What follows belongs to an exercise in optimizing a design on an open flow for a short achievable clock period and few clock cycles; a production flow would make more cautious choices. Function was checked by simulation only, so behaviour that the tests miss may differ from the original. Power figures rest on the tool's default switching activity, not on a simulated workload.

## run.sh

```bash
#!/bin/bash
# synth_recipe.tcl (not shown) runs the flow's synth.tcl, then flattens the netlist and writes it again
# the make line also repeats each setting of config.mk as NAME=value (left out here)
make -C /OpenROAD-flow-scripts/flow DESIGN_CONFIG=/design/flow/config.mk WORK_HOME=/design/flow/orfs CLKGATE_MAP_FILE= SYNTH_SCRIPT=/design/flow/synth_recipe.tcl finish
```

## config.mk

```make
export PLATFORM = sky130hd
export DESIGN_NAME = riscv_pipeline
export DESIGN_NICKNAME = riscv_pipeline
export VERILOG_FILES = /design/flow/design.v
export SDC_FILE = /design/flow/constraint.sdc
export NUM_CORES = 4
export LEC_CHECK = 0
export CAP_MARGIN = 20
export CORE_MARGIN = 2
export CORE_UTILIZATION = 40
export GPL_TIMING_DRIVEN = 1
export SETUP_SLACK_MARGIN = 5
export SLEW_MARGIN = 20
```

## constraint.sdc

```tcl
create_clock -name core_clock -period 10.0 [get_ports {clk}]
set_input_delay 2.0000 -clock core_clock [delete_from_list [all_inputs] [get_ports {clk}]]
set_output_delay 2.0000 -clock core_clock [all_outputs]
set_load 0.01 [all_outputs]
```

## design.v

```verilog
module flopenrc 
#(parameter WIDTH = 8) (
	input logic clk,
  input logic rst_n,
  input logic en,
  input logic clear,
	input logic [WIDTH-1:0] d,
	output logic [WIDTH-1:0] q
);
always @(posedge clk) begin
  if(~rst_n) begin
    q <= 0;
  end else if(clear) begin
    q <= 0;
  end else if(en) begin
    q <= d;
  end
end
endmodule
module ram32x32 (
  input logic clk,
  input logic rst_n,
  input logic i_we,
  input logic [ 4:0] i_waddr,
  input logic [31:0] i_wdata,
  input logic [ 4:0] i_raddr1,
  input logic [ 4:0] i_raddr2,
  output logic [31:0] o_rdata1,
  output logic [31:0] o_rdata2
);
logic [31:0] data_ram_cell [0:31];
always_ff @(posedge clk) begin
  if (~rst_n) begin
    for (int i = 0; i < 32; i++) data_ram_cell[i] <= 32'b0;
  end else if (i_we) begin
    data_ram_cell[i_waddr] <= i_wdata;
  end
end
assign o_rdata1 = data_ram_cell[i_raddr1];
assign o_rdata2 = data_ram_cell[i_raddr2];
endmodule
module riscv_reg(
  input logic clk,
  input logic rst_n,
  input logic i_re1,
  input logic [4:0]  i_raddr1,
  input logic i_re2,
  input logic [4:0]  i_raddr2,
  input logic i_we,
  input logic [4:0] i_waddr,
  input logic [31:0] i_wdata,
  output logic [31:0] o_rdata1,
  output logic [31:0] o_rdata2
);
logic override1;
logic override2;
logic [31:0] or_rdata1;
logic [31:0] or_rdata2;
assign o_rdata1 = override1 ? 32'b0 : or_rdata1;
assign o_rdata2 = override2 ? 32'b0 : or_rdata2;
assign override1 = ~i_re1 || i_raddr1 == 5'b00000;
assign override2 = ~i_re2 || i_raddr2 == 5'b00000;
ram32x32 regfile(
  .clk(clk),
  .rst_n(rst_n),
  .i_we(i_we),
  .i_waddr(i_waddr),
  .i_wdata(i_wdata),
  .i_raddr1(i_raddr1),
  .i_raddr2(i_raddr2),
  .o_rdata1(or_rdata1),
  .o_rdata2(or_rdata2)
);
endmodule
module riscv_if(
  input logic clk,
  input logic rst_n,
  input logic i_ex_jmp,
  input logic i_id_jmp,
  input logic i_stall,
  input logic [31:0] i_boot_addr,
  input logic [31:0] i_ex_target,
  input logic [31:0] i_id_target, 
  output logic [31:0] o_pc,
  output logic [31:0] o_instr,
  output logic [31:0] o_imem_addr,
  input  logic [31:0] i_imem_data
);
logic [31:0] npc;
assign o_imem_addr = npc;
always_comb begin
  if (i_ex_jmp) begin
    npc = i_ex_target;
  end else if (i_id_jmp) begin
    npc = i_id_target;
  end else if (~i_stall) begin
    npc = o_pc;
  end else begin
    npc = o_pc + 4;
  end
end
always_ff @(posedge clk) begin
  if (~rst_n) begin
    o_instr <= 32'b0;
  end else if (~i_stall) begin
    o_instr <= o_instr;
  end else begin
    o_instr <= i_imem_data;
  end 
end
always_ff @(posedge clk) begin
  if (~rst_n) begin
    o_pc <= {i_boot_addr[31:2], 2'b00} - 4;
  end else begin
    o_pc <= npc;
  end
end
endmodule
module riscv_id(
  input logic [31:0] i_instr,
  output logic [6:0] o_opcode,
  output logic [6:0] o_funct7,
  output logic [2:0] o_funct3,
  output logic [31:0] o_imm_num,
  output logic o_src1_reg_en,
  output logic o_src2_reg_en,
  output logic [4:0] o_src1_reg_addr, 
  output logic [4:0] o_src2_reg_addr,
  output logic o_jal,
  output logic o_alures2reg,
  output logic o_memory2reg,
  output logic o_mem_write,
  output logic [4:0] o_dst_reg_addr
);
parameter OP_LUI    = 7'b0110111;
parameter OP_AUIPC  = 7'b0010111;
parameter OP_JAL    = 7'b1101111;
parameter OP_JALR   = 7'b1100111;
parameter OP_BRANCH = 7'b1100011;
parameter OP_LOAD   = 7'b0000011;
parameter OP_STORE  = 7'b0100011;
parameter OP_ALI    = 7'b0010011;  
parameter OP_ALR    = 7'b0110011;  
assign {o_funct7, o_src2_reg_addr, o_src1_reg_addr, o_funct3, o_dst_reg_addr, o_opcode} = i_instr;
localparam UKNOWN_TYPE = 3'd0, R_TYPE = 3'd1, I_TYPE = 3'd2, S_TYPE = 3'd3, B_TYPE = 3'd4, U_TYPE = 3'd5, J_TYPE = 3'd6;
logic [2:0] instr_type;
assign o_jal = (o_opcode == OP_JAL);
assign o_memory2reg = (o_opcode == OP_LOAD);
assign o_mem_write = (o_opcode == OP_STORE);
assign o_alures2reg = (o_opcode == OP_LUI || o_opcode == OP_AUIPC ||
                       o_opcode == OP_JAL || o_opcode == OP_JALR ||
                       o_opcode == OP_ALI || o_opcode == OP_ALR );
always_comb begin
  case(o_opcode)
    OP_LUI : instr_type = U_TYPE;
    OP_AUIPC : instr_type = U_TYPE;
    OP_JAL : instr_type = J_TYPE;
    OP_JALR : instr_type = I_TYPE;
    OP_BRANCH : instr_type = B_TYPE;
    OP_LOAD : instr_type = I_TYPE;
    OP_STORE : instr_type = S_TYPE;
    OP_ALI : instr_type = I_TYPE;
    OP_ALR : instr_type = R_TYPE;
    default : instr_type = UKNOWN_TYPE;
  endcase
end
always_comb begin
  case(instr_type)
    I_TYPE : o_imm_num = {{20{i_instr[31]}}, i_instr[31:20]};
    S_TYPE : o_imm_num = {{20{i_instr[31]}}, i_instr[31:25], i_instr[11:7]};
    B_TYPE : o_imm_num = {{20{i_instr[31]}}, i_instr[7], i_instr[30:25], i_instr[11:8], 1'b0};
    U_TYPE : o_imm_num = {i_instr[31:12], 12'h0};
    J_TYPE : o_imm_num = {{12{i_instr[31]}}, i_instr[19:12], i_instr[20], i_instr[30:21], 1'b0};
    default: o_imm_num = 0;
  endcase
end
always_comb begin
  case(instr_type)
    R_TYPE : {o_src2_reg_en, o_src1_reg_en} = 2'b11;
    I_TYPE : {o_src2_reg_en, o_src1_reg_en} = 2'b01;
    S_TYPE : {o_src2_reg_en, o_src1_reg_en} = 2'b11;
    B_TYPE : {o_src2_reg_en, o_src1_reg_en} = 2'b11;
    default: {o_src2_reg_en, o_src1_reg_en} = 2'b00;
  endcase
end
endmodule
module riscv_alu(
  input logic [6:0] i_opcode,
  input logic [6:0] i_funct7,
  input logic [2:0] i_funct3,
  input logic [31:0] i_num1,
  input logic [31:0] i_num2,
  input logic [31:0] i_imm_num,
  input logic [31:0] i_pc,
  output logic o_if_branch,
  output logic [31:0] o_num,
  output logic [31:0] o_pc
);
parameter OP_JALR   = 7'b1100111;
parameter OP_BRANCH = 7'b1100011;
parameter OP_BEQ    = 3'b000;
parameter OP_BNE    = 3'b001;
parameter OP_BLT    = 3'b100;
parameter OP_BGE    = 3'b101;
parameter OP_BLTU   = 3'b110;
parameter OP_BGEU   = 3'b111;
logic [ 4:0] shamt, shamt_rs;
logic [31:0] num1_plus_imm;
logic [31:0] pc_plus_imm;
logic signed [31:0] i_num1s, i_num2s, i_imm_nums;
assign shamt         = i_imm_num[4:0];
assign shamt_rs      = i_num2[4:0];
assign num1_plus_imm = i_num1 + i_imm_num;
assign pc_plus_imm   = i_pc + i_imm_num;
assign i_num1s       = i_num1;
assign i_num2s       = i_num2;
assign i_imm_nums    = i_imm_num;
always_comb begin : PC_handle
  case(i_opcode)
    OP_JALR: begin
      o_if_branch = 1'b1;
      o_pc        = {num1_plus_imm[31:1], 1'b0};
    end   
    OP_BRANCH: begin
      case(i_funct3)
        OP_BEQ:  o_if_branch = (i_num1  == i_num2 );
        OP_BNE:  o_if_branch = (i_num1  != i_num2 );
        OP_BLT:  o_if_branch = (i_num1s <  i_num2s);
        OP_BGE:  o_if_branch = (i_num1s >= i_num2s);
        OP_BLTU: o_if_branch = (i_num1  <  i_num2 );
        OP_BGEU: o_if_branch = (i_num1  >= i_num2 );
        default: o_if_branch = 1'b0;  
      endcase
      o_pc        = pc_plus_imm;
    end
    default: begin
      o_if_branch = 1'b0;  
      o_pc        = 32'b0;
    end
  endcase
end
always_comb begin : ONUM_handle
  casex({i_funct7,i_funct3,i_opcode})
    17'bxxxxxxx_xxx_0110111: o_num = i_imm_num;      
    17'bxxxxxxx_xxx_0010111: o_num = pc_plus_imm;    
    17'bxxxxxxx_xxx_110x111: o_num = i_pc + 4;       
    17'bxxxxxxx_000_0010011: o_num = num1_plus_imm;  
    17'bxxxxxxx_010_0010011: o_num = (i_num1s < i_imm_nums) ? 1 : 0;  
    17'bxxxxxxx_011_0010011: o_num = (i_num1 < i_imm_num) ? 1 : 0;  
    17'bxxxxxxx_100_0010011: o_num = i_num1 ^ i_imm_num;  
    17'bxxxxxxx_110_0010011: o_num = i_num1 | i_imm_num;  
    17'bxxxxxxx_111_0010011: o_num = i_num1 & i_imm_num;  
    17'b0000000_001_0010011: o_num = i_num1 << shamt;  
    17'b0000000_101_0010011: o_num = i_num1 >> shamt;  
    17'b0100000_101_0010011: o_num = i_num1s >>> shamt;  
    17'b0000000_000_0110011: o_num = i_num1 + i_num2;  
    17'b0100000_000_0110011: o_num = i_num1 - i_num2;  
    17'b0000000_001_0110011: o_num = i_num1 << shamt_rs;  
    17'b0000000_010_0110011: o_num = (i_num1s < i_num2s) ? 1 : 0;  
    17'b0000000_011_0110011: o_num = (i_num1 < i_num2) ? 1 : 0;  
    17'b0000000_100_0110011: o_num = i_num1 ^ i_num2;  
    17'b0000000_101_0110011: o_num = i_num1 >> shamt_rs;  
    17'b0100000_101_0110011: o_num = i_num1s >>> shamt_rs;  
    17'b0000000_110_0110011: o_num = i_num1 | i_num2;  
    17'b0000000_111_0110011: o_num = i_num1 & i_num2;  
    default:                 o_num = 0;  
  endcase
end
endmodule
module riscv_mem(
  input logic i_re,
  input logic i_we,
  input logic [2:0] i_funct3,
  input logic [31:0] i_addr,
  input logic [31:0] i_wdata,
  output logic [31:0] o_rdata,
  output logic [31:0] o_dmem_rd_addr,
  input  logic [31:0] i_dmem_rd_data,
  output logic o_dmem_wr_req,
  output logic [3:0] o_dmem_wr_be,
  output logic [31:0] o_dmem_wr_addr,
  output logic [31:0] o_dmem_wr_data
);
logic [31:0] addr_bus;
logic [1:0] addr_lsb;
logic [31:0] rdata;
logic [3:0] byte_enable;
logic [31:0] wdata;
assign addr_bus = {i_addr[31:2], 2'b00};
assign addr_lsb = i_addr[1:0];
assign o_dmem_rd_addr = i_re ? addr_bus : 32'b0;
assign rdata = i_dmem_rd_data;
assign o_dmem_wr_req = i_we;
assign o_dmem_wr_be = i_we ? byte_enable : 4'h0;
assign o_dmem_wr_addr = i_we ? addr_bus : 32'b0;
assign o_dmem_wr_data = i_we ? wdata : 32'b0;
always_comb begin
  casex(i_funct3)
    3'bx00: begin
      if (addr_lsb == 2'b00) begin 
        byte_enable = 4'b0001;
      end else if (addr_lsb == 2'b01) begin
        byte_enable = 4'b0010;
      end else if (addr_lsb == 2'b10) begin
        byte_enable = 4'b0100;
      end else begin
        byte_enable = 4'b1000;
      end
    end
    3'bx01: begin
      if (addr_lsb == 2'b00) begin 
        byte_enable = 4'b0011;
      end else if (addr_lsb == 2'b10) begin
        byte_enable = 4'b1100;
      end else begin
        byte_enable = 4'b0000;
      end
    end
    3'b010: begin
      if (addr_lsb == 2'b00) begin 
        byte_enable = 4'b1111;
      end else begin
        byte_enable = 4'b0000;
      end   
    end
    default: begin
      byte_enable = 4'b0000;
    end
  endcase
end
always_comb begin
  casex(i_funct3)
    3'bx00: begin
      if (addr_lsb == 2'b00) begin 
        wdata = {24'b0, i_wdata[7:0]};
      end else if (addr_lsb == 2'b01) begin
        wdata = {16'b0, i_wdata[7:0], 8'b0};
      end else if (addr_lsb == 2'b10) begin
        wdata = {8'b0, i_wdata[7:0], 16'b0};
      end else begin
        wdata = {i_wdata[7:0], 24'b0};
      end
    end
    3'bx01: begin
      if (addr_lsb == 2'b00) begin 
        wdata = {16'b0, i_wdata[15:0]};
      end else if (addr_lsb == 2'b10) begin
        wdata = {i_wdata[15:0], 16'b0};
      end else begin
        wdata = 32'b0;
      end
    end
    3'b010: begin
      if (addr_lsb == 2'b00) begin 
        wdata = i_wdata;
      end else begin
        wdata = 32'b0;
      end   
    end
    default: begin
      wdata = 32'b0;
    end
  endcase
end
always_comb begin
  if(i_re) begin
    case(i_funct3)
      3'b000: if (addr_lsb==2'b00) o_rdata = {{24{rdata[7]}}, rdata[7:0]};
              else if(addr_lsb==2'b01) o_rdata = {{24{rdata[15]}}, rdata[15:8]};
              else if(addr_lsb==2'b10) o_rdata = {{24{rdata[23]}}, rdata[23:16]};
              else o_rdata = {{24{rdata[31]}}, rdata[31:24]};
      3'b100: if (addr_lsb==2'b00) o_rdata = {24'b0, rdata[7:0]};
              else if(addr_lsb==2'b01) o_rdata = {24'b0, rdata[15: 8]};
              else if(addr_lsb==2'b10) o_rdata = {24'b0, rdata[23:16]};
              else o_rdata = {24'b0, rdata[31:24]};
      3'b001: if (addr_lsb==2'b00) o_rdata = {{16{rdata[15]}}, rdata[15:0]};
              else if(addr_lsb==2'b10) o_rdata = {{16{rdata[31]}}, rdata[31:16]};
              else o_rdata = 0;
      3'b101: if (addr_lsb==2'b00) o_rdata = {16'b0, rdata[15:0]};
              else if(addr_lsb==2'b10) o_rdata = {16'b0, rdata[31:16]};
              else o_rdata = 0;
      3'b010: if(addr_lsb==2'b00) o_rdata = rdata;
              else o_rdata = 0;
      default: o_rdata = 0;
    endcase
  end else begin
    o_rdata = 0;
  end
end
endmodule
module riscv_hazard(
  input logic clk,
  input logic rst_n,
  input logic i_src1_reg_en,
  input logic i_src2_reg_en,
  input logic [4:0] i_src1_reg_addr,
  input logic [4:0] i_src2_reg_addr,
  input logic i_dst_reg_enE,
  input logic i_dst_reg_enM,
  input logic i_dst_reg_enB,
  input logic [4:0] i_dst_reg_addrE,
  input logic [4:0] i_dst_reg_addrM,
  input logic [4:0] i_dst_reg_addrB,
  input logic i_jalD,  
  input logic i_ex_branchE,
  input logic i_bus_stallM,
  output logic o_stallFD,o_flushFD,
  output logic o_stallDE,o_flushDE,
  output logic o_stallEM,o_flushEM,
  output logic o_stallMB,o_flushMB,
  output logic o_stallF
);
logic [3:0] pipeline_stall;
logic [3:0] pipeline_flush;
logic stall_bus, stall_conflict;
assign {o_flushFD,o_flushDE,o_flushEM,o_flushMB} = pipeline_flush;
assign {o_stallFD,o_stallDE,o_stallEM,o_stallMB} = pipeline_stall;
assign o_stallF = stall_bus & stall_conflict;
always_comb begin
  if (~rst_n) begin
    pipeline_flush = 4'b0000;
    stall_conflict = 1'b1;
  end else if (i_ex_branchE) begin
    pipeline_flush = 4'b1100;
    stall_conflict = 1'b1;
  end else if (i_src1_reg_en && i_src1_reg_addr != 5'b00000) begin
    if (i_dst_reg_enE && i_dst_reg_addrE == i_src1_reg_addr) begin
      pipeline_flush = 4'b0100;
      stall_conflict = 1'b0;
    end else if (i_dst_reg_enM && i_dst_reg_addrM == i_src1_reg_addr) begin
      pipeline_flush = 4'b0100;
      stall_conflict = 1'b0;
    end else if (i_dst_reg_enB && i_dst_reg_addrB == i_src1_reg_addr) begin
      pipeline_flush = 4'b0100;
      stall_conflict = 1'b0;
    end else if (i_src2_reg_en && i_src2_reg_addr != 5'b00000) begin
      if (i_dst_reg_enE && i_dst_reg_addrE == i_src2_reg_addr) begin
        pipeline_flush = 4'b0100;
        stall_conflict = 1'b0;
      end else if (i_dst_reg_enM && i_dst_reg_addrM == i_src2_reg_addr) begin
        pipeline_flush = 4'b0100;
        stall_conflict = 1'b0;
      end else if (i_dst_reg_enB && i_dst_reg_addrB == i_src2_reg_addr) begin
        pipeline_flush = 4'b0100;
        stall_conflict = 1'b0;
      end else begin
        pipeline_flush = 4'b0000;
        stall_conflict = 1'b1;
      end
    end else begin
      pipeline_flush = 4'b0000;
      stall_conflict = 1'b1;
    end
  end else if (i_src2_reg_en && i_src2_reg_addr != 5'b00000) begin
    if (i_dst_reg_enE && i_dst_reg_addrE == i_src2_reg_addr) begin
      pipeline_flush = 4'b0100;
      stall_conflict = 1'b0;
    end else if (i_dst_reg_enM && i_dst_reg_addrM == i_src2_reg_addr) begin
      pipeline_flush = 4'b0100;
      stall_conflict = 1'b0;
    end else if (i_dst_reg_enB && i_dst_reg_addrB == i_src2_reg_addr) begin
      pipeline_flush = 4'b0100;
      stall_conflict = 1'b0;
    end else begin
      pipeline_flush = 4'b0000;
      stall_conflict = 1'b1;
    end
  end else if (i_jalD) begin
    pipeline_flush = 4'b1000;
    stall_conflict = 1'b1;
  end else begin
    pipeline_flush = 4'b0000;
    stall_conflict = 1'b1;
  end
end
always_comb begin
  stall_bus = 1;
  if (~rst_n) begin
    pipeline_stall = 4'b1111;
    stall_bus = 1;
  end else if (i_bus_stallM) begin
    pipeline_stall = 4'b0001;
    stall_bus = 0;
  end else if (i_src1_reg_en && i_src1_reg_addr != 5'b00000) begin
    if (i_dst_reg_enE && i_dst_reg_addrE == i_src1_reg_addr) begin
      pipeline_stall = 4'b0111;
    end else if (i_dst_reg_enM && i_dst_reg_addrM == i_src1_reg_addr) begin
      pipeline_stall = 4'b0111;
    end else if (i_dst_reg_enB && i_dst_reg_addrB == i_src1_reg_addr) begin
      pipeline_stall = 4'b0111;
    end else if (i_src2_reg_en && i_src2_reg_addr != 5'b00000) begin
      if (i_dst_reg_enE && i_dst_reg_addrE == i_src2_reg_addr) begin
        pipeline_stall = 4'b0111;
      end else if (i_dst_reg_enM && i_dst_reg_addrM == i_src2_reg_addr) begin
        pipeline_stall = 4'b0111;
      end else if (i_dst_reg_enB && i_dst_reg_addrB == i_src2_reg_addr) begin
        pipeline_stall = 4'b0111;
      end else begin
        pipeline_stall = 4'b1111;
      end
    end else begin
      pipeline_stall = 4'b1111;
    end
  end else if (i_src2_reg_en && i_src2_reg_addr != 5'b00000) begin
    if (i_dst_reg_enE && i_dst_reg_addrE == i_src2_reg_addr) begin
      pipeline_stall = 4'b0111;
    end else if (i_dst_reg_enM && i_dst_reg_addrM == i_src2_reg_addr) begin
      pipeline_stall = 4'b0111;
    end else if (i_dst_reg_enB && i_dst_reg_addrB == i_src2_reg_addr) begin
      pipeline_stall = 4'b0111;
    end else begin
      pipeline_stall = 4'b1111;
    end
  end else begin
    pipeline_stall = 4'b1111;
    stall_bus = 1;
  end
end
endmodule
module riscv_pipeline(
  input logic clk,
  input logic rst_n,
  input logic [31:0] i_boot_addr,
  output logic [31:0] imem_rd_addr,
  input  logic [31:0] imem_rd_data,
  output logic [31:0] dmem_rd_addr,
  input  logic [31:0] dmem_rd_data,
  output logic        dmem_wr_req,
  output logic [3:0]  dmem_wr_be,
  output logic [31:0] dmem_wr_addr,
  output logic [31:0] dmem_wr_data
);
logic [31:2] pcF;
logic        vD;
logic [31:0] instD;
logic [31:2] pcD;
logic        ptD;         
logic [31:2] ptgtD;       
logic [31:0] aE, bE, sdE;
logic [31:0] linkE;
logic [31:2] btgtE;
logic [31:2] pcE;
logic [31:2] ptgtE;
logic        ptE, jalE;
logic [4:0]  rdE;
logic [2:0]  f3E;
logic        wenE, loadE, storeE, brE, jalrE, predE;
logic        subE, arithE, cmpuE;
logic        selSumE, selLtE, selXorE, selOrE, selAndE, selSllE, selSrE, selLinkE;
logic [31:0] resM, sdM;
logic [3:0]  beM;
logic [4:0]  rdM;
logic [2:0]  f3M;
logic        wenM, loadM, wreqM;
logic [31:0] resW;
logic [4:0]  rdW;
logic        wenW;
logic [31:0] rf [1:31];
logic [31:1] rfv;
assign imem_rd_addr = {pcF, 2'b00};
localparam NB = 8;
logic [NB-1:0] bV, bPt, bUn;
logic [31:2]   bPc [NB];
logic [31:2]   bTg [NB];
logic [1:0]    bCt [NB];
logic [2:0]    bPtr;
logic [NB-1:0] hitF;
logic [31:2]   btbTgtF;
always_comb begin
  btbTgtF = '0;
  for (int i = 0; i < NB; i++) begin
    hitF[i] = bPt[i] & (bPc[i] == pcF);
    btbTgtF = btbTgtF | ({30{hitF[i]}} & bTg[i]);
  end
end
wire btbTakeF = |hitF;
logic        uV, uTaken, uUn;
logic [31:2] uPc, uTgt;
logic [NB-1:0] um;
always_comb for (int i = 0; i < NB; i++) um[i] = bV[i] & (bPc[i] == uPc);
wire uHit = |um;
always_ff @(posedge clk) begin
  if (~rst_n) begin
    bV <= '0; bPt <= '0; bPtr <= '0;
  end else if (uV) begin
    if (uHit) begin
      for (int i = 0; i < NB; i++) if (um[i]) begin
        logic [1:0] c;
        c = uTaken ? ((bCt[i] == 2'b11) ? 2'b11 : bCt[i] + 2'd1)
                   : ((bCt[i] == 2'b00) ? 2'b00 : bCt[i] - 2'd1);
        bCt[i] <= c;
        bTg[i] <= uTgt;
        bUn[i] <= uUn;
        bPt[i] <= uUn | c[1];
      end
    end else if (uTaken) begin
      bV[bPtr]  <= 1'b1;
      bPt[bPtr] <= 1'b1;
      bPc[bPtr] <= uPc;
      bTg[bPtr] <= uTgt;
      bCt[bPtr] <= 2'b10;
      bUn[bPtr] <= uUn;
      bPtr <= bPtr + 3'd1;
    end
  end
end
wire [4:0] opD  = instD[6:2];
wire [2:0] f3D  = instD[14:12];
wire [4:0] rdD  = instD[11:7];
wire [4:0] rs1D = instD[19:15];
wire [4:0] rs2D = instD[24:20];
wire isLuiD   = opD == 5'b01101;
wire isAuipcD = opD == 5'b00101;
wire isJalD   = opD == 5'b11011;
wire isJalrD  = opD == 5'b11001;
wire isBrD    = opD == 5'b11000;
wire isLoadD  = opD == 5'b00000;
wire isStoreD = opD == 5'b01000;
wire isAluiD  = opD == 5'b00100;
wire isAlurD  = opD == 5'b01100;
wire isAluD   = isAluiD | isAlurD;
wire use1D = isJalrD | isBrD | isLoadD | isStoreD | isAluD;
wire use2D = isBrD | isStoreD | isAlurD;
wire wrD   = (isLuiD | isAuipcD | isJalD | isJalrD | isLoadD | isAluD) & (rdD != 5'd0);
logic [31:0] immD;
always_comb begin
  if (isStoreD)             immD = {{20{instD[31]}}, instD[31:25], instD[11:7]};
  else if (isBrD)           immD = {{20{instD[31]}}, instD[7], instD[30:25], instD[11:8], 1'b0};
  else if (isLuiD|isAuipcD) immD = {instD[31:12], 12'h0};
  else if (isJalD)          immD = {{12{instD[31]}}, instD[19:12], instD[20], instD[30:21], 1'b0};
  else                      immD = {{20{instD[31]}}, instD[31:20]};
end
wire [31:0] pcD32 = {pcD, 2'b00};
wire [31:0] tgtD  = pcD32 + immD;
wire [31:0] link4D = pcD32 + 32'd4;
logic [31:0] resE;        
logic [31:0] mresM;       
wire [31:0] rf1 = (rs1D != 5'd0 && rfv[rs1D]) ? rf[rs1D] : 32'd0;
wire [31:0] rf2 = (rs2D != 5'd0 && rfv[rs2D]) ? rf[rs2D] : 32'd0;
wire e1 = wenE & (rdE == rs1D);
wire m1 = wenM & (rdM == rs1D);
wire w1 = wenW & (rdW == rs1D);
wire e2 = wenE & (rdE == rs2D);
wire m2 = wenM & (rdM == rs2D);
wire w2 = wenW & (rdW == rs2D);
wire [31:0] rs1v = e1 ? resE : m1 ? mresM : w1 ? resW : rf1;
wire [31:0] rs2v = e2 ? resE : m2 ? mresM : w2 ? resW : rf2;
logic redirE;
logic [31:0] npcE;
wire stallD  = vD & loadE & ((use1D & (rdE == rs1D)) | (use2D & (rdE == rs2D)));
wire predD   = ~ptD & (isJalD | (isBrD & instD[31]));    
wire redirD  = vD & predD & ~stallD;
wire goD     = vD & ~stallD & ~redirE;      
always_ff @(posedge clk) begin
  if (~rst_n) begin
    pcF <= i_boot_addr[31:2];
    vD  <= 1'b0;
  end else begin
    if (redirE)       pcF <= npcE[31:2];
    else if (stallD)  pcF <= pcF;
    else if (redirD)  pcF <= tgtD[31:2];
    else if (btbTakeF) pcF <= btbTgtF;
    else              pcF <= pcF + 30'd1;
    if (redirE)       vD <= 1'b0;
    else if (~stallD) vD <= ~redirD;
  end
end
always_ff @(posedge clk) begin
  if (~stallD) begin
    instD <= imem_rd_data;
    pcD   <= pcF;
    ptD   <= btbTakeF;
    ptgtD <= btbTgtF;
  end
end
always_ff @(posedge clk) begin
  if (~rst_n) begin
    wenE <= 1'b0; loadE <= 1'b0; storeE <= 1'b0; brE <= 1'b0; jalrE <= 1'b0; jalE <= 1'b0;
  end else begin
    jalE   <= goD & isJalD;
    wenE   <= goD & wrD;
    loadE  <= goD & isLoadD;
    storeE <= goD & isStoreD;
    brE    <= goD & isBrD;
    jalrE  <= goD & isJalrD;
  end
end
always_ff @(posedge clk) begin
  aE    <= isLuiD ? 32'd0 : (isAuipcD ? pcD32 : rs1v);
  bE    <= use2D & ~isStoreD ? rs2v : immD;
  sdE   <= rs2v;
  linkE <= link4D;
  btgtE <= tgtD[31:2];
  rdE   <= rdD;
  f3E   <= f3D;
  predE <= ptD | instD[31];
  ptE   <= ptD;
  ptgtE <= ptgtD;
  pcE   <= pcD;
  subE  <= isAlurD & (f3D == 3'b000) & instD[30];
  arithE <= instD[30];
  cmpuE <= isBrD ? f3D[1] : f3D[0];
  selSumE  <= isLuiD | isAuipcD | isLoadD | isStoreD | (isAluD & f3D == 3'b000);
  selLtE   <= isAluD & (f3D == 3'b010 || f3D == 3'b011);
  selXorE  <= isAluD & f3D == 3'b100;
  selOrE   <= isAluD & f3D == 3'b110;
  selAndE  <= isAluD & f3D == 3'b111;
  selSllE  <= isAluD & f3D == 3'b001;
  selSrE   <= isAluD & f3D == 3'b101;
  selLinkE <= isJalD | isJalrD;
end
wire [31:0] sumE = subE ? (aE - bE) : (aE + bE);
wire ltuE = aE < bE;
wire ltE  = (aE[31] ^ bE[31]) ? (cmpuE ? bE[31] : aE[31]) : ltuE;
wire eqE  = aE == bE;
wire [31:0] sllE = aE << bE[4:0];
wire signed [31:0] aEs = aE;
wire [31:0] sraE = aEs >>> bE[4:0];
wire [31:0] srE  = arithE ? sraE : (aE >> bE[4:0]);
assign resE = ({32{selSumE}}  & sumE)
            | ({32{selLtE}}   & {31'd0, ltE})
            | ({32{selXorE}}  & (aE ^ bE))
            | ({32{selOrE}}   & (aE | bE))
            | ({32{selAndE}}  & (aE & bE))
            | ({32{selSllE}}  & sllE)
            | ({32{selSrE}}   & srE)
            | ({32{selLinkE}} & linkE);
wire condE  = f3E[2] ? ltE : eqE;
wire takenE = condE ^ f3E[0];
logic jeqE;
always_comb begin
  logic c;
  jeqE = 1'b1;
  c = (aE[1] & bE[1]) | ((aE[1] ^ bE[1]) & aE[0] & bE[0]);
  for (int i = 2; i < 32; i++) begin
    if ((aE[i] ^ bE[i] ^ c) != ptgtE[i]) jeqE = 1'b0;
    c = (aE[i] & bE[i]) | ((aE[i] ^ bE[i]) & ~ptgtE[i]);
  end
end
assign redirE = (brE & (takenE ^ predE)) | (jalrE & ~(ptE & jeqE));
always_comb begin
  if (jalrE)       npcE = {sumE[31:1], 1'b0};
  else if (takenE) npcE = {btgtE, 2'b00};
  else             npcE = linkE;
end
logic [3:0]  beE;
logic [31:0] sdalE;
always_comb begin
  case (f3E[1:0])
    2'b00:   begin beE = 4'b0001 << sumE[1:0];         sdalE = {4{sdE[7:0]}};  end
    2'b01:   begin beE = sumE[1] ? 4'b1100 : 4'b0011;  sdalE = {2{sdE[15:0]}}; end
    default: begin beE = 4'b1111;                      sdalE = sdE;            end
  endcase
end
always_ff @(posedge clk) begin
  if (~rst_n) begin
    wenM <= 1'b0; loadM <= 1'b0; wreqM <= 1'b0; uV <= 1'b0;
  end else begin
    uV    <= brE | jalrE | jalE;
    wenM  <= wenE;
    loadM <= loadE;
    wreqM <= storeE;
  end
end
always_ff @(posedge clk) begin
  resM <= resE;
  uPc    <= pcE;
  uTgt   <= jalrE ? sumE[31:2] : btgtE;
  uTaken <= ~brE | takenE;
  uUn    <= ~brE;
  sdM  <= sdalE;
  beM  <= beE;
  rdM  <= rdE;
  f3M  <= f3E;
end
assign dmem_rd_addr = resM;
assign dmem_wr_req  = wreqM;
assign dmem_wr_be   = beM;
assign dmem_wr_addr = resM;
assign dmem_wr_data = sdM;
logic [31:0] ldM;
always_comb begin
  logic [7:0]  b;
  logic [15:0] h;
  case (resM[1:0])
    2'b00: b = dmem_rd_data[7:0];
    2'b01: b = dmem_rd_data[15:8];
    2'b10: b = dmem_rd_data[23:16];
    default: b = dmem_rd_data[31:24];
  endcase
  h = resM[1] ? dmem_rd_data[31:16] : dmem_rd_data[15:0];
  case (f3M[1:0])
    2'b00:   ldM = {{24{b[7] & ~f3M[2]}}, b};
    2'b01:   ldM = {{16{h[15] & ~f3M[2]}}, h};
    default: ldM = dmem_rd_data;
  endcase
end
assign mresM = loadM ? ldM : resM;
always_ff @(posedge clk) begin
  if (~rst_n) wenW <= 1'b0;
  else        wenW <= wenM;
end
always_ff @(posedge clk) begin
  resW <= mresM;
  rdW  <= rdM;
end
always_ff @(posedge clk) begin
  if (~rst_n) rfv <= '0;
  else if (wenW) rfv[rdW] <= 1'b1;
end
always_ff @(posedge clk) begin
  if (wenW) rf[rdW] <= resW;
end
endmodule
```

==> results of run 1 <==
## sequential cells by signal, summed over array words and instances, names as in the netlist, 31 cells and up, named ones only
register,cells
resW,32
sdM,32
aE,32
rfv,31
bE,32
bPc,240
sdE,32
bTg,240
rf,992
resM,32
## cell type report
class | instances | area [um2] | area share
multi-input cells | 4744 | 42860 | 0.3647
flip-flops and latches | 2093 | 57930 | 0.4929
well taps | 3384 | 4234 | 0.03603
clock buffers | 284 | 5853 | 0.04980
inverters | 212 | 800.8 | 0.006813
repair buffers | 473 | 4235 | 0.03604
clock inverters | 119 | 1600 | 0.01362
diodes | 5 | 12.51 | 0.0001065
## repair_timing
action | CTS | global route
pin swaps | 4 | 3
resized for setup | 22 | 20
gates cloned | 4 | 0
buffers inserted | 3 | 8
setup endpoints to repair | 101 | 43
## stage by stage
step                std cells  total power, uW  utilization
floorplan                7605            11880            -
global placement        10889            13180       0.4269
detailed placement      10891            13200       0.4270
CTS                     11301            21550       0.4568
global route            11311            22130       0.4574
finish                  11314            21560       0.4574
## metal layers
metal	global-route usage	vias to the layer above
met5	0	-
met4	0.1839	4
met3	0.05449	911
met2	0.4572	4257
met1	0.3682	36651
li1	-	29781
## logic make-up after synthesis
kind of cell | synth area share
flops | 0.5594
simple gates | 0.07632
compound gates | 0.08900
mux | 0.1691
buf+inv | 0.03098
xor+xnor | 0.05692
fa+ha+maj | 0.01825
other cells | 0.00003627
## worst max path at each step
stage	from	end	slack, ps	depth (start not counted)
final	aE[4]$_SDFF_PN0_	bE[29]$_DFF_P_	4980	12
after global routing	bE[2]$_DFF_P_	pcF[15]$_DFFE_PP_	4990	15
after CTS	bE[2]$_DFF_P_	pcF[15]$_DFFE_PP_	5000	14
after detailed placement	bE[2]$_DFF_P_	pcF[6]$_DFFE_PP_	3830	12
after global placement	bE[2]$_DFF_P_	pcF[6]$_DFFE_PP_	3770	12
after floorplan	bE[2]$_DFF_P_	pcF[10]$_DFFE_PP_	5070	14
## placed cells by master (no fill, tap or decap), types with 85 or more instances in the layout
cell type and n:
nor2_1 435, edfxtp_1 1593, ha_1 145, mux2_2 102, nor3_1 85, mux2i_1 158, a21oi_1 343, nand2_1 397
o21ai_0 244, clkbuf_16 217, mux4_2 655, dfxtp_1 455, nand4_1 193, xor2_1 102, xnor2_1 567, inv_1 205
buf_4 238, nand3_1 133, clkdlybuf4s50_1 223
## critical path: cells and delay by family (launching register included)
| family | cells | cell delay [ps] |
|---|---|---|
| muxes | 1 | 260 |
| adders and majority gates | 1 | 660 |
| buffers and inverters | 1 | 110 |
| AOI/OAI and AO/OA | 5 | 1640 |
| and+or+nand+nor | 3 | 1200 |
| DFF | 1 | 720 |
| xor gates and xnor gates | 1 | 290 |
## power by group
part	switching [uW]	internal [uW]
Sequential	465	9760
Clock	3600	4810
Combinational	1850	1070
Total	5920	15600
==> results.cfg, run 1 <==
[status]
outcome = no timing/DRC/antenna violations

[synth]
synth-edff-count = 1593
async_flop_share = 0
synth.avg_cell_area_um2 = 13.60
ys.warnings.count = 1
synthCells = 7604
ys.flop_type = edfxtp_1
synth_top_area_share = 0.4626
yosysUniqueCellTypes = 90
synth_area_leaders = edfxtp_1 (46%), mux4_2 (14%), dfxtp_1 (9.7%), xnor2_1 (4.8%), ha_1 (1.8%)
syn-cell-area_um2 = 103400
synth_area_leader_cell = edfxtp_1
yosysMostFrequentCell = edfxtp_1
synth-seq-cells = 2093
yosys-top-cells-count = edfxtp_1 (1593), mux4_2 (655), xnor2_1 (570), dfxtp_1 (500), nor2_1 (477)
synth-seq-area-share = 0.5594

[timing]
fmax_mhz = 199.0
tns_ps = 0
timing.hold.ws_ps = 301.8
hold_violations = 0
grt_setup_unrepaired = yes
tightest_slew_ps = 1207
finClkSkew_ps = 93.10
finalCriticalPeriod_ps = 5025
min_period_over_period = 0.5025
setup-violations-final = 0
maxSlewViolCount = 0
relSlewSlack = 0.1956
setup_ws_ps = 4975

[cells_and_area]
layout-drive-gt1-share = 0.1907
finalNetCount = 7986
syn2layout_area_growth_pct = 13.66
finalInstanceArea_um2 = 117500
fillers = 22718

[placement]
dpl-instance-area_um2 = 109700
place_hpwl_um = 260000
dp_slack_ps = 3830
portBuffers = 224
place_congestion = 1.009

[floorplan]
die_area_um2 = 262600
initial_core_util = 0.4025
die_y_um = 512.4
io_pins = 231
die_x_um = 512.4
rows = 186
fp.coreArea_um2 = 256900

[setup_path]
r2r_slack_ps = 4980
crit_type = flop to flop
slowest_stage = dfxtp_1
slowest_delay_ps = 720
rr_startpoint = aE[4]$_SDFF_PN0_
r2r_end = bE[29]$_DFF_P_
cp-start-kind = flop
critical_path_peak_fanout = 13
crit_chain = inv_1 -> ha_1 -> nor3b_1 -> nor3_1 -> a211oi_1 -> nor4_2 -> o41ai_1 -> a211oi_1 -> xnor2_1 -> o2111ai_1 -> a22o_1 -> mux2_2
path_common_cell = a211oi_1
end_kind = flop
worstPathRequired_ps = 10780
r2r_cells = 12
worstPathArrival_ps = 5810

[min_path]
whs_endpoint = uPc[12]$_DFF_P_
hold_depth = 0
hp-class = flop to flop
min_from = pcE[12]$_DFF_P_

[grt]
grt_max_degree = 117
grt_pass1_vias = 69549
grt_use_total = 0.2900
grt_pass1_wl_um = 539200
antenna_found_initial = 12
overflow = 0

[clock_tree]
cts_tree = built
h-tree-depth = 4
clk_path_buf_depth = 3
cts_root_buffer = clkbuf_16
hold_buffers = 0
numCtsBuffers = 215
clkLatencyLatePin_ps = 910
cts_sinks = 2093
clk_pin_slew_ps = 60

[power]
cellPowerDensity_nw_per_um2 = 183.4
power_leakage_uw = 0.03919
irDropWorstVdd_uv = 205.7

[route]
drtIter0Drc = 10253
detail-route-antenna-nets = 0
drc = 0
wl_met1_um = 144800
finalWirelength_um = 390100
avgRoutedWirePerCell_um = 34.48
wl_met3_um = 36550
drt_first_pass_iters = 6
viasPerCell = 6.329
top_layer = met5
vias = 71604
wl_met2_um = 179400

[run]
maxCapViolations = 0
Testbench counts, summed over its fixed seeds: cycles 25,300.
==> run 2: changes to the inputs <==
==> flow/run.sh (new file) <==
#!/bin/bash
set -euo pipefail
bash standard.sh SETUP_SLACK_MARGIN=7 GPL_TIMING_DRIVEN=1 finish > make_finish.log 2>&1
==> standard.sh (new file) <==
#!/bin/bash
# synth_recipe.tcl (not shown) runs the flow's synth.tcl, then flattens the netlist and writes it again
# the make line also repeats each setting of config.mk as NAME=value (left out here)
make -C /OpenROAD-flow-scripts/flow DESIGN_CONFIG=/design/flow/config.mk WORK_HOME=/design/flow/orfs CLKGATE_MAP_FILE= SYNTH_SCRIPT=/design/flow/synth_recipe.tcl "${@:-finish}"
--- a/config.mk
+++ b/config.mk
@@ -10,4 +10,2 @@
 export CORE_UTILIZATION = 40
-export GPL_TIMING_DRIVEN = 1
-export SETUP_SLACK_MARGIN = 5
 export SLEW_MARGIN = 20
removed: run.sh
==> run 2 against run 1 <==
  * Still clean on timing, DRC and antenna
  * Sequential cell count unchanged
  * Synthesized cell count unchanged
  * Via count increased by 9.9%
  * Clock skew increased by 8.2 ps
  * Total power increased by 6.8%
  * Final area increased by 14%
  * Hold slack got worse by 16 ps
  * Sequential power about the same
  * Critical path type unchanged
  * Largest cell class unchanged
  * Highest routed layer unchanged
==> results.cfg, run 2 <==
[floorplan]
die_y_um = 512.4
initial_core_util = 0.4025
die_area_um2 = 262600
io_pins = 231
rows = 186
die_x_um = 512.4
fp.coreArea_um2 = 256900

[timing]
grt_setup_unrepaired = yes
maxSlewViolCount = 0
tns_ps = 0
min_period_over_period = 0.4054
hold_violations = 0
setup-violations-final = 0
finalCriticalPeriod_ps = 4054
finClkSkew_ps = 101.3
tightest_slew_ps = 1205
timing.hold.ws_ps = 285.6
fmax_mhz = 246.7
relSlewSlack = 0.1966

[clock_tree]
numCtsBuffers = 216
clk_path_buf_depth = 3
cts_tree = built
cts_sinks = 2093
clk_pin_slew_ps = 70
clkLatencyLatePin_ps = 910
cts_root_buffer = clkbuf_16
h-tree-depth = 4
hold_buffers = 0

[synth]
yosys-top-cells-count = edfxtp_1 (1593), mux4_2 (655), xnor2_1 (570), dfxtp_1 (500), nor2_1 (477)
synthCells = 7604
async_flop_share = 0
ys.warnings.count = 1
syn-cell-area_um2 = 103400
synth-seq-area-share = 0.5594
synth-edff-count = 1593
yosysMostFrequentCell = edfxtp_1
ys.flop_type = edfxtp_1
synth_area_leader_cell = edfxtp_1
yosysUniqueCellTypes = 90
synth.avg_cell_area_um2 = 13.60
synth_area_leaders = edfxtp_1 (46%), mux4_2 (14%), dfxtp_1 (9.7%), xnor2_1 (4.8%), ha_1 (1.8%)
synth_top_area_share = 0.4626
synth-seq-cells = 2093

[setup_path]
crit_type = flop to flop
end_kind = flop
worstPathRequired_ps = 10780
critical_path_peak_fanout = 12
worstPathArrival_ps = 4840
cp-start-kind = flop

[grt]
grt_pass1_wl_um = 588600
grt_max_degree = 66
grt_pass1_vias = 75352
antenna_found_initial = 27
grt_use_total = 0.3177
overflow = 0

[cells_and_area]
layout-drive-gt1-share = 0.3746
syn2layout_area_growth_pct = 29.84
final_cell_mix = edfxtp_1 (1593), mux4_2 (655), buf_4 (577), xnor2_1 (519), nor2_1 (399)
reg_top3 = rf x992, bPc x240, bTg x240
largest_reg_flops = 992
fillers = 21011
mostFrequentLayoutCell = edfxtp_1
finalNetCount = 8800
top_register = rf

[placement]
portBuffers = 224
place_hpwl_um = 248800
place_congestion = 1.018

[status]
outcome = no timing/DRC/antenna violations

[route]
avgRoutedWirePerCell_um = 35.67
drt_first_pass_iters = 8
viasPerCell = 6.483
vias = 78680
finalWirelength_um = 432800
drc = 0
drtIter0Drc = 11674
detail-route-antenna-nets = 0

[power]
power_leakage_uw = 0.04649
cellPowerDensity_nw_per_um2 = 171.5
irDropWorstVdd_uv = 177.5

[min_path]
hp-class = flop to flop

[run]
maxCapViolations = 0
run 2: changes by cell type in the layout (fill, tap and decap cells not counted), moves of 57 or more:
cell             previous run  this run
a21oi_1                   343       271
buf_12                      7       192
buf_4                     238       577
buf_6                       3       280
clkdlybuf4s50_1           223        88
dfxtp_1                   455       340
dfxtp_4                    12        83
ha_1                      145        75
ha_4                        0        59
nand2_1                   397       340
o21ai_0                   244       137
run 2: cell families after synthesis:
kind of cell	count (synthesis)	synth area share
DFF	2093	0.5594
and+or+nand+nor	1632	0.07632
AOI/OAI and AO/OA	1370	0.08900
muxes	915	0.1691
buffers and inverters	772	0.03098
xor gates and xnor gates	672	0.05692
adders and majority gates	149	0.01825
other	1	0.00003627
run 2: final timing paths:
| kind | start | endpoint | slack (ps) | cells past startpoint |
|---|---|---|---|---|
| min reg2reg | pcE[15]$_DFF_P_ | uPc[15]$_DFF_P_ | 290 | 0 |
| max reg2reg | aE[28]$_SDFF_PN0_ | wenE$_SDFF_PN0_ | 5950 | 16 |
| max | aE[28]$_SDFF_PN0_ | wenE$_SDFF_PN0_ | 5950 | 16 |
| min | pcE[15]$_DFF_P_ | uPc[15]$_DFF_P_ | 290 | 0 |
run 2: critical path, stage by stage, from the launching register on:
cell and delay (ps):
dfxtp_4 450, inv_1 120, ha_4 450, clkinvlp_4 220, a221oi_2 320, a21oi_1 120
o21a_2 310, mux2i_4 230, buf_4 160, o41ai_4 300, buf_4 190, o211a_4 290
buf_12 170, nand4_1 110, buf_6 180, buf_4 130, a221oi_2 160
run 2: through the flow:
step / area, um2 / worst slack [ps] / utilization / total power [uW] / instances
2_1_floorplan: 104900 / 6176 / - / 11950 / 7605
3_3_place_gp: 110400 / 4257 / 0.4296 / 13220 / 10835
3_5_place_dp: 110400 / 4190 / 0.4296 / 13250 / 10835
4_1_cts: 130100 / 6090 / 0.5063 / 22560 / 11900
5_1_grt: 134200 / 5901 / 0.5225 / 23530 / 12129
6_report: 134300 / 5946 / 0.5226 / 23030 / 12136
run 2: what timing repair did:
| action | in CTS | in global routing |
|---|---|---|
| setup endpoints to repair | 1231 | 948 |
| pin swaps | 251 | 248 |
| gates cloned | 82 | 9 |
| resized for setup | 1868 | 418 |
| buffers inserted | 577 | 214 |
run 2: where the power goes:
part	internal [uW]	total, uW	switching, uW
Combinational	1890	4250	2360
Sequential	9760	10300	496
Clock	4880	8530	3650
run 2: layout make-up:
cell class | instances | area [um2] | share of cell area
repair inverters | 13 | 106.4 | 0.0007921
clock inverters | 126 | 1585 | 0.01181
inverters | 212 | 919.6 | 0.006850
multi-input cells | 4780 | 49090 | 0.3656
clock buffers | 280 | 5906 | 0.04399
flip-flops and latches | 2093 | 58250 | 0.4339
diodes | 11 | 27.53 | 0.0002050
repair buffers | 1237 | 14140 | 0.1053
well taps | 3384 | 4234 | 0.03154
run 2: per-layer routing:
metal	part of all wire	up-vias	global-route usage
met5	0.00019	-	0
met4	0.087	12	0.2186
li1	-	31586	-
met2	0.45	5426	0.4951
met3	0.11	1552	0.08189
met1	0.35	40104	0.3868
==> run 3: changes to the inputs <==
--- a/design.v
+++ b/design.v
@@ -645,22 +645,30 @@
 wire w2 = wenW & (rdW == rs2D);
-wire [31:0] rs1v = e1 ? resE : m1 ? mresM : w1 ? resW : rf1;
-wire [31:0] rs2v = e2 ? resE : m2 ? mresM : w2 ? resW : rf2;
-logic redirE;
-logic [31:0] npcE;
-wire stallD  = vD & loadE & ((use1D & (rdE == rs1D)) | (use2D & (rdE == rs2D)));
+wire [31:0] rs1n = m1 ? mresM : w1 ? resW : rf1;
+wire [31:0] rs2n = m2 ? mresM : w2 ? resW : rf2;
+wire [31:0] aEarly = isLuiD ? 32'd0 : (isAuipcD ? pcD32 : rs1n);
+wire        aFromE = e1 & ~isLuiD & ~isAuipcD;
+wire        bReg   = use2D & ~isStoreD;
+wire [31:0] bEarly = bReg ? rs2n : immD;
+wire        bFromE = e2 & bReg;
+logic redirE, misE, jmisE;
+logic killQ;
+logic [31:2] altE;
+wire vDk     = vD & ~killQ;
+wire stallD  = vDk & loadE & ((use1D & (rdE == rs1D)) | (use2D & (rdE == rs2D)));
 wire predD   = ~ptD & (isJalD | (isBrD & instD[31]));    
-wire redirD  = vD & predD & ~stallD;
-wire goD     = vD & ~stallD & ~redirE;      
+wire redirD  = vDk & predD & ~stallD;
+wire goD     = vDk & ~stallD;               
+wire [31:2] seqF  = btbTakeF ? btbTgtF : pcF + 30'd1;
+wire [31:2] nextF = stallD ? pcF : (redirD ? tgtD[31:2] : seqF);
 always_ff @(posedge clk) begin
   if (~rst_n) begin
-    pcF <= i_boot_addr[31:2];
-    vD  <= 1'b0;
+    pcF   <= i_boot_addr[31:2];
+    vD    <= 1'b0;
+    killQ <= 1'b0;
   end else begin
-    if (redirE)       pcF <= npcE[31:2];
-    else if (stallD)  pcF <= pcF;
-    else if (redirD)  pcF <= tgtD[31:2];
-    else if (btbTakeF) pcF <= btbTgtF;
-    else              pcF <= pcF + 30'd1;
-    if (redirE)       vD <= 1'b0;
-    else if (~stallD) vD <= ~redirD;
+    if (misE)         pcF <= altE;
+    else if (jmisE)   pcF <= sumE[31:2];
+    else              pcF <= nextF;
+    if (~stallD) vD <= ~redirD;
+    killQ <= redirE;
   end
@@ -688,6 +696,7 @@
 always_ff @(posedge clk) begin
-  aE    <= isLuiD ? 32'd0 : (isAuipcD ? pcD32 : rs1v);
-  bE    <= use2D & ~isStoreD ? rs2v : immD;
-  sdE   <= rs2v;
+  aE    <= aFromE ? resE : aEarly;
+  bE    <= bFromE ? resE : bEarly;
+  sdE   <= e2 ? resE : rs2n;
   linkE <= link4D;
+  altE  <= (ptD | instD[31]) ? link4D[31:2] : tgtD[31:2];    
   btgtE <= tgtD[31:2];
@@ -739,8 +748,5 @@
 end
-assign redirE = (brE & (takenE ^ predE)) | (jalrE & ~(ptE & jeqE));
-always_comb begin
-  if (jalrE)       npcE = {sumE[31:1], 1'b0};
-  else if (takenE) npcE = {btgtE, 2'b00};
-  else             npcE = linkE;
-end
+assign misE   = brE & ~killQ & (takenE ^ predE);
+assign jmisE  = jalrE & ~killQ & ~(ptE & jeqE);
+assign redirE = misE | jmisE;
 logic [3:0]  beE;
@@ -758,6 +764,6 @@
   end else begin
-    uV    <= brE | jalrE | jalE;
-    wenM  <= wenE;
-    loadM <= loadE;
-    wreqM <= storeE;
+    uV    <= (brE | jalrE | jalE) & ~killQ;
+    wenM  <= wenE & ~killQ;
+    loadM <= loadE & ~killQ;
+    wreqM <= storeE & ~killQ;
   end
==> run 3 against run 2 <==
  * Core utilization grew 1.1 points
  * Register-to-register slack lost 40 ps
  * Clock-buffer cell count grew 4
  * Clock power shrank 1%
  * Sequential share of layout area shrank 0.54 points
  * Largest cell class unchanged
  * Sequential power is essentially flat
  * Sequential cell count grew 31
  * First-iteration DRC count grew 2.8%
  * Non-clock buffer count grew 222
  * Synthesized cell count grew 0.57%
  * Critical path depth grew 1
  * Synthesized area grew 0.36%
==> results.cfg, run 3 <==
[floorplan]
initial_core_util = 0.4032
die_y_um = 513.4
die_area_um2 = 263500
die_x_um = 513.4
io_pins = 231
fp.coreArea_um2 = 257400
rows = 186

[grt]
overflow = 0
grt_pass1_vias = 76894
grt_max_degree = 73
grtUsageMet3 = 0.08649
grtUsageMet1 = 0.3941
grt_pass1_wl_um = 601900
use_met2 = 0.5004
grt_busiest_layer = met2
antenna_found_initial = 39
grt_use_total = 0.3245

[synth]
synth_area_leader_cell = edfxtp_1
yosysMostFrequentCell = edfxtp_1
synth-seq-area-share = 0.5634
synth_xor_area_frac = 0.05646
ys.warnings.count = 1
synth_area_leaders = edfxtp_1 (46%), mux4_2 (14%), dfxtp_1 (10%), xnor2_1 (4.1%), nor2_1 (2.1%)
yosys-top-cells-count = edfxtp_1 (1593), mux4_2 (652), nor2_1 (569), dfxtp_1 (531), xnor2_1 (483)
synthMuxAreaShare = 0.1696
synth_compound_area_frac = 0.08563
synth_adder_area_share = 0.01818
syn-cell-area_um2 = 103800
synth-seq-cells = 2124
synth_top_area_share = 0.4610
synth.avg_cell_area_um2 = 13.57
synth-edff-count = 1593
yosysUniqueCellTypes = 95
synthSimpleGateAreaFrac = 0.07660
synthCells = 7647
ys.flop_type = edfxtp_1
async_flop_share = 0
synth_top_family_by_area = multiplexers

[power]
switching_share = 0.2892
design_power_total_uw = 23650
irDropWorstVdd_uv = 194.1
power_leakage_uw = 0.04835
power.switching_uw = 6841
seq_power_share = 0.439
clkPwrFrac = 0.356
cellPowerDensity_nw_per_um2 = 172.1
internal-power_uw = 16810
pwr-share-comb = 0.204

[placement]
dp_slack_ps = 4452
place_congestion = 0.9891
portBuffers = 224
place_hpwl_um = 250600

[setup_path]
slowest_delay_ps = 410
r2r_cells = 17
end_kind = flop
crit_type = flop to flop
slowest_stage = edfxtp_1
worstPathRequired_ps = 10760
cp-start-kind = flop
r2r_end = pcF[29]$_DFFE_PP_
crit_chain = buf_12 -> nor2_4 -> buf_12 -> nand3_4 -> nand3_4 -> nand2_4 -> ha_4 -> a221o_1 -> a31oi_2 -> o21ai_2 -> a21o_1 -> o311a_1 -> o31a_1 -> a31oi_2 -> mux2i_1 -> mux2_4 -> a21oi_2
critical_path_peak_fanout = 6
r2r_slack_ps = 5910
worstPathArrival_ps = 4850
rr_startpoint = instD[6]$_DFFE_PN_

[route]
viasPerCell = 6.467
avgRoutedWirePerCell_um = 35.78
vias = 80324
drt_first_pass_iters = 10
detail-route-antenna-nets = 0
finalWirelength_um = 444500
drtIter0Drc = 12000
drc = 0

[cells_and_area]
seqCellArea_um2 = 58900
reg_top3 = rf x992, bPc x240, bTg x240
mostFrequentLayoutCell = edfxtp_1
final_cell_mix = edfxtp_1 (1593), buf_4 (682), mux4_2 (652), nor2_1 (471), xnor2_1 (420)
syn2layout_area_growth_pct = 32.45
finalNetCount = 9074
fillers = 20633
layout-drive-gt1-share = 0.3958
top_register = rf
multiInputGateArea_um2 = 49450
largest_reg_flops = 992

[clock_tree]
clk_pin_slew_ps = 60
cts_sinks = 2124
clkLatencyLatePin_ps = 940
cts_tree = built
cts_root_buffer = clkbuf_16
clk_path_buf_depth = 3
numCtsBuffers = 219
h-tree-depth = 4
hold_buffers = 0

[timing]
grt_setup_unrepaired = yes
finalCriticalPeriod_ps = 4094
maxSlewViolCount = 0
tightest_slew_ps = 1185
setup-violations-final = 0
min_period_over_period = 0.4094
relSlewSlack = 0.2047
finClkSkew_ps = 86.03
tns_ps = 0
hold_violations = 0
fmax_mhz = 244.2
setup_ws_ps = 5906

[run]
maxCapViolations = 0

[min_path]
hp-class = flop to flop
hold_depth = 0
min_from = pcE[3]$_DFF_P_
whs_endpoint = uPc[3]$_DFF_P_

[status]
outcome = no timing/DRC/antenna violations
run 3: changes by cell type in the layout (fill, tap and decap cells not counted), moves of 45 or more:
cell	before	now
nor2_1	399	471
buf_4	577	682
xor2_1	93	175
a222oi_1	0	61
a221oi_1	53	8
xnor2_1	519	420
buf_6	280	413
run 3: timing repair:
item,CTS,global route
cloned,91,5
endpoints found under the hold margin,0,0
pin swaps,422,306
resized for setup,2206,466
endpoints found under the setup margin,1286,1025
setup buffers,797,202
run 3: how the worst max path moves through the flow:
| stage | end | cells after the start | slack [ps] | from |
|---|---|---|---|---|
| after detailed placement | bE[24]$_DFF_P_ | 13 | 4450 | bE[2]$_DFF_P_ |
| after global placement | bE[24]$_DFF_P_ | 13 | 4380 | bE[2]$_DFF_P_ |
| final | pcF[29]$_DFFE_PP_ | 17 | 5910 | instD[6]$_DFFE_PN_ |
| after global routing | pcF[29]$_DFFE_PP_ | 18 | 5790 | instD[4]$_DFFE_PN_ |
| after floorplan | bE[31]$_DFF_P_ | 10 | 5980 | dmem_rd_data[31] |
| after CTS | pcF[28]$_DFFE_PP_ | 17 | 6010 | instD[6]$_DFFE_PN_ |
run 3: cell type report:
class / instances / share of cell area
Antenna cell: 23 / 0.0004187
Clock buffer: 284 / 0.04347
Clock inverter: 124 / 0.01026
Inverter: 209 / 0.006827
Multi-Input combinational cell: 4802 / 0.3598
Sequential cell: 2124 / 0.4285
Tap cell: 3384 / 0.03080
Timing Repair Buffer: 1459 / 0.1192
Timing Repair inverter: 12 / 0.0006918
run 3: power groups by stage:
stage          Sequential, uW  Combinational (uW)  Clock, uW
2_1_floorplan           10400                1890          0
3_3_place_gp            10600                2970          0
3_5_place_dp            10600                2980          0
4_1_cts                 10400                4280       8470
5_1_grt                 10400                4910       8820
6_report                10400                4830       8430
run 3: per-stage QoR:
step / instance area (um2) / instances / util / hold WS [ps]
2_1_floorplan: 105300 / 7648 / - / 309.5
3_3_place_gp: 110700 / 10890 / 0.4303 / 312.5
3_5_place_dp: 110800 / 10892 / 0.4303 / 312.0
4_1_cts: 133600 / 12188 / 0.5189 / 311.3
5_1_grt: 137400 / 12405 / 0.5338 / 312.4
6_report: 137400 / 12421 / 0.5340 / 309.9
run 3: critical path, delay by kind of cell (launching register included):
kind / cells / cell delay (ps)
adder cells (fa/ha/maj): 1 / 200
multiplexers: 2 / 390
buffers and inverters: 2 / 310
AND/OR/NAND/NOR: 4 / 680
AO/OA/AOI/OAI: 8 / 1930
flip-flops: 1 / 410
run 3: cell families after synthesis:
| family | Yosys count |
|---|---|
| flip-flops | 2124 |
| XOR/XNOR | 669 |
| adder cells (fa/ha/maj) | 149 |
| buffers and inverters | 751 |
| other | 1 |
| AO/OA/AOI/OAI | 1360 |
| AND/OR/NAND/NOR | 1660 |
| multiplexers | 933 |
run 3: layer usage:
metal,part of all wire,routed length (um)
met1,0.34,153300
met2,0.45,198900
met3,0.12,51410
met4,0.092,40730
met5,0.00042,188
Testbench counts of run 3, summed over its fixed seeds: cycles 25,300.
==> run 4: changes to the inputs <==
==> flow/run.sh (replaced) <==
#!/bin/bash
set -euo pipefail
bash standard.sh SETUP_SLACK_MARGIN=7 GPL_TIMING_DRIVEN=1 MATCH_CELL_FOOTPRINT=0 \
  'BUFFER_PORTS_ARGS=-buffer_cell sky130_fd_sc_hd__buf_4' finish > make_finish.log 2>&1
==> run 4 against run 3 <==
  * Still clean on timing, DRC and antenna
  * Clock skew grew 51 ps
  * Clock-buffer cell count increased by 10
  * Non-clock buffer count is 117 lower
  * Die area unchanged
  * Worst setup slack improved by 38 ps
  * Final cell count shrank 0.93%
  * Core utilization fell by 0.48 points
  * Critical endpoint is now pcF[20]$_DFFE_PP_
  * Largest cell class unchanged
  * Highest routed layer unchanged
==> results.cfg, run 4 <==
[floorplan]
die_area_um2 = 263500
io_pins = 231
initial_core_util = 0.4032
fp.coreArea_um2 = 257400
die_x_um = 513.4
die_y_um = 513.4
rows = 186

[cells_and_area]
reg_top3 = rf x992, bPc x240, bTg x240
mostFrequentLayoutCell = edfxtp_1
largest_reg_flops = 992
top_register = rf
final_cell_mix = edfxtp_1 (1593), buf_4 (719), mux4_2 (652), nor2_1 (462), xnor2_1 (406)
layout-drive-gt1-share = 0.4049
syn2layout_area_growth_pct = 31.26
finalNetCount = 8956

[grt]
antenna_found_initial = 35
grt_pass1_vias = 76006
overflow = 0
grt_max_degree = 73
grt_use_total = 0.3194
grt_pass1_wl_um = 593800

[setup_path]
crit_type = flop to flop
r2r_slack_ps = 5940
cp-start-kind = flop
end_kind = flop
critical_path_peak_fanout = 5
worstPathArrival_ps = 4770
worstPathRequired_ps = 10710

[synth]
synth-seq-cells = 2124
syn-cell-area_um2 = 103800
synth_area_leader_cell = edfxtp_1
synthCells = 7647
synth_xor_area_frac = 0.05646
yosysMostFrequentCell = edfxtp_1
ys.warnings.count = 1
yosysUniqueCellTypes = 95
async_flop_share = 0
synth_adder_area_share = 0.01818
yosys-top-cells-count = edfxtp_1 (1593), mux4_2 (652), nor2_1 (569), dfxtp_1 (531), xnor2_1 (483)
ys.flop_type = edfxtp_1
synth_area_leaders = edfxtp_1 (46%), mux4_2 (14%), dfxtp_1 (10%), xnor2_1 (4.1%), nor2_1 (2.1%)
synth_top_family_by_area = multiplexers
synthMuxAreaShare = 0.1696
synthSimpleGateAreaFrac = 0.07660
synth_top_area_share = 0.4610
synth.avg_cell_area_um2 = 13.57
synth_compound_area_frac = 0.08563
synth-edff-count = 1593
synth-seq-area-share = 0.5634

[timing]
min_period_over_period = 0.4057
maxSlewViolCount = 0
relSlewSlack = 0.1981
finClkSkew_ps = 136.6
tns_ps = 0
fmax_mhz = 246.5
setup-violations-final = 0
grt_setup_unrepaired = yes
finalCriticalPeriod_ps = 4057
tightest_slew_ps = 1195
hold_violations = 0

[clock_tree]
cts_tree = built
cts_sinks = 2124
clk_path_buf_depth = 3
cts_root_buffer = clkbuf_16
hold_buffers = 0
clkLatencyLatePin_ps = 960
h-tree-depth = 4
numCtsBuffers = 219
clk_pin_slew_ps = 60

[route]
drt_first_pass_iters = 10
drc = 0
detail-route-antenna-nets = 0
avgRoutedWirePerCell_um = 35.52
vias = 79607
viasPerCell = 6.469
drtIter0Drc = 12292
finalWirelength_um = 437100

[power]
clkPwrFrac = 0.367
cellPowerDensity_nw_per_um2 = 175.1
seq_power_share = 0.437
power_leakage_uw = 0.04780
irDropWorstVdd_uv = 199.0
power.switching_uw = 6824
pwr-share-comb = 0.196
switching_share = 0.2862
internal-power_uw = 17020
design_power_total_uw = 23850

[run]
maxCapViolations = 0

[placement]
place_hpwl_um = 246000
portBuffers = 224
place_congestion = 0.9918

[status]
outcome = no timing/DRC/antenna violations

[min_path]
hp-class = flop to flop
## run 4: timing repair
item | 4_1_cts | 5_1_grt
setup endpoints to repair | 1124 | 961
pin swaps | 339 | 326
cloned | 78 | 9
buffers inserted | 704 | 185
gates resized for setup | 1617 | 555
## run 4: cell families (layout without fill, tap and decap cells)
group / after synthesis / count (layout)
compound gates: 1360 / 1363
xor+xnor: 669 / 669
flops: 2124 / 2124
simple gates: 1660 / 1683
fa+ha+maj: 149 / 149
other cells: 1 / 23
buf+inv: 751 / 1977
mux: 933 / 934
## run 4: cell type report
cell class	count	area, um2
inverters	209	945.9
clock buffers	294	6160
clock inverters	119	1600
repair buffers	1342	14550
multi-input cells	4800	49650
flip-flops and latches	2124	58930
well taps	3384	4234
repair inverters	13	107.6
diodes	21	52.55
fillers	20733	121200
## run 4: worst paths after layout
| path | start | endpoint | depth (start not counted) |
|---|---|---|---|
| min reg2reg | pcE[25]$_DFF_P_ | uPc[25]$_DFF_P_ | 0 |
| max | instD[4]$_DFFE_PN_ | pcF[20]$_DFFE_PP_ | 19 |
| max reg2reg | instD[4]$_DFFE_PN_ | pcF[20]$_DFFE_PP_ | 19 |
| min | pcE[25]$_DFF_P_ | uPc[25]$_DFF_P_ | 0 |
## run 4: through the flow
| step | hold WS, ps | cell area, um2 | setup WS [ps] | util | instances |
|---|---|---|---|---|---|
| 2_1_floorplan | 308.9 | 105200 | 6011 | - | 7648 |
| 3_3_place_gp | 313.3 | 110200 | 4297 | 0.4282 | 10893 |
| 3_5_place_dp | 312.0 | 110300 | 4189 | 0.4283 | 10895 |
| 4_1_cts | 264.8 | 132000 | 6045 | 0.5129 | 12090 |
| 5_1_grt | 275.5 | 136200 | 5823 | 0.5291 | 12293 |
| 6_report | 258.6 | 136200 | 5943 | 0.5292 | 12306 |
## run 4: worst max-delay path, stage by stage, from the launching register on
cell and delay, ps:
edfxtp_1 420, buf_12 170, buf_12 120, nand3_4 100, buf_12 160, nand2_2 90
o21ai_4 170, ha_2 210, inv_2 40, fa_2 400, nor2b_4 160, o2111ai_4 140
a21boi_4 250, o31ai_4 130, o21ba_4 230, o21ai_4 200, xor2_4 150, o211ai_1 290
a31oi_4 190, a21o_1 200
## run 4: power groups by stage
stage	combinational, uW	clock, uW	sequential [uW]
floorplan	1880	0	10400
global placement	2920	0	10600
detailed placement	2930	0	10700
CTS	4160	8810	10400
global route	4770	9170	10400
finish	4670	8760	10400
## run 4: routing by layer
layer,wire [um],vias up,track usage
li1,-,31861,-
met1,153600,40412,0.3964
met2,194900,5776,0.4896
met3,50320,1540,0.08123
met4,38180,18,0.2215
met5,127,-,0

==> port drivers added, routing unchanged <==
How much do the figures lean on ideal ports? The routed layouts below were timed once more, with nothing changed but the port constraints.
Step 1: set_driving_cell puts a clkbuf_16 on clk and a buf_2 on each other input, an assumption about the parent block.
Step 2 times the ports against the registers' clock, not the clock port: input delays grow and output delays shrink by t, the midpoint of the rising clock arrivals with the driver on.
a / b / c = no drivers / after step 1 / after step 2; a / b = the first two.
run | shift t [ns] | setup WS [ns] | hold slack, ns | slew at the worst register clock pin (ns) | worst slew at a driven data input, ns
run 1 | 0.956 | 4.975 / 4.975 / 4.647 | 0.302 / 0.302 / 0.302 | 0.08 / 0.08 | 0.08
run 2 | 0.945 | 5.946 / 5.946 / 5.491 | 0.286 / 0.286 / 0.286 | 0.07 / 0.07 | 0.14
run 3 | 0.977 | 5.906 / 5.906 / 5.530 | 0.310 / 0.310 / 0.310 | 0.07 / 0.07 | 0.21
run 4 | 0.980 | 5.943 / 5.943 / 5.492 | 0.259 / 0.259 / 0.259 | 0.07 / 0.07 | 0.21
After both steps every run listed still meets setup and hold. For run 2, which loses most, drivers alone change the setup slack by 0.000 ns; drivers and shift together by -0.455 ns.
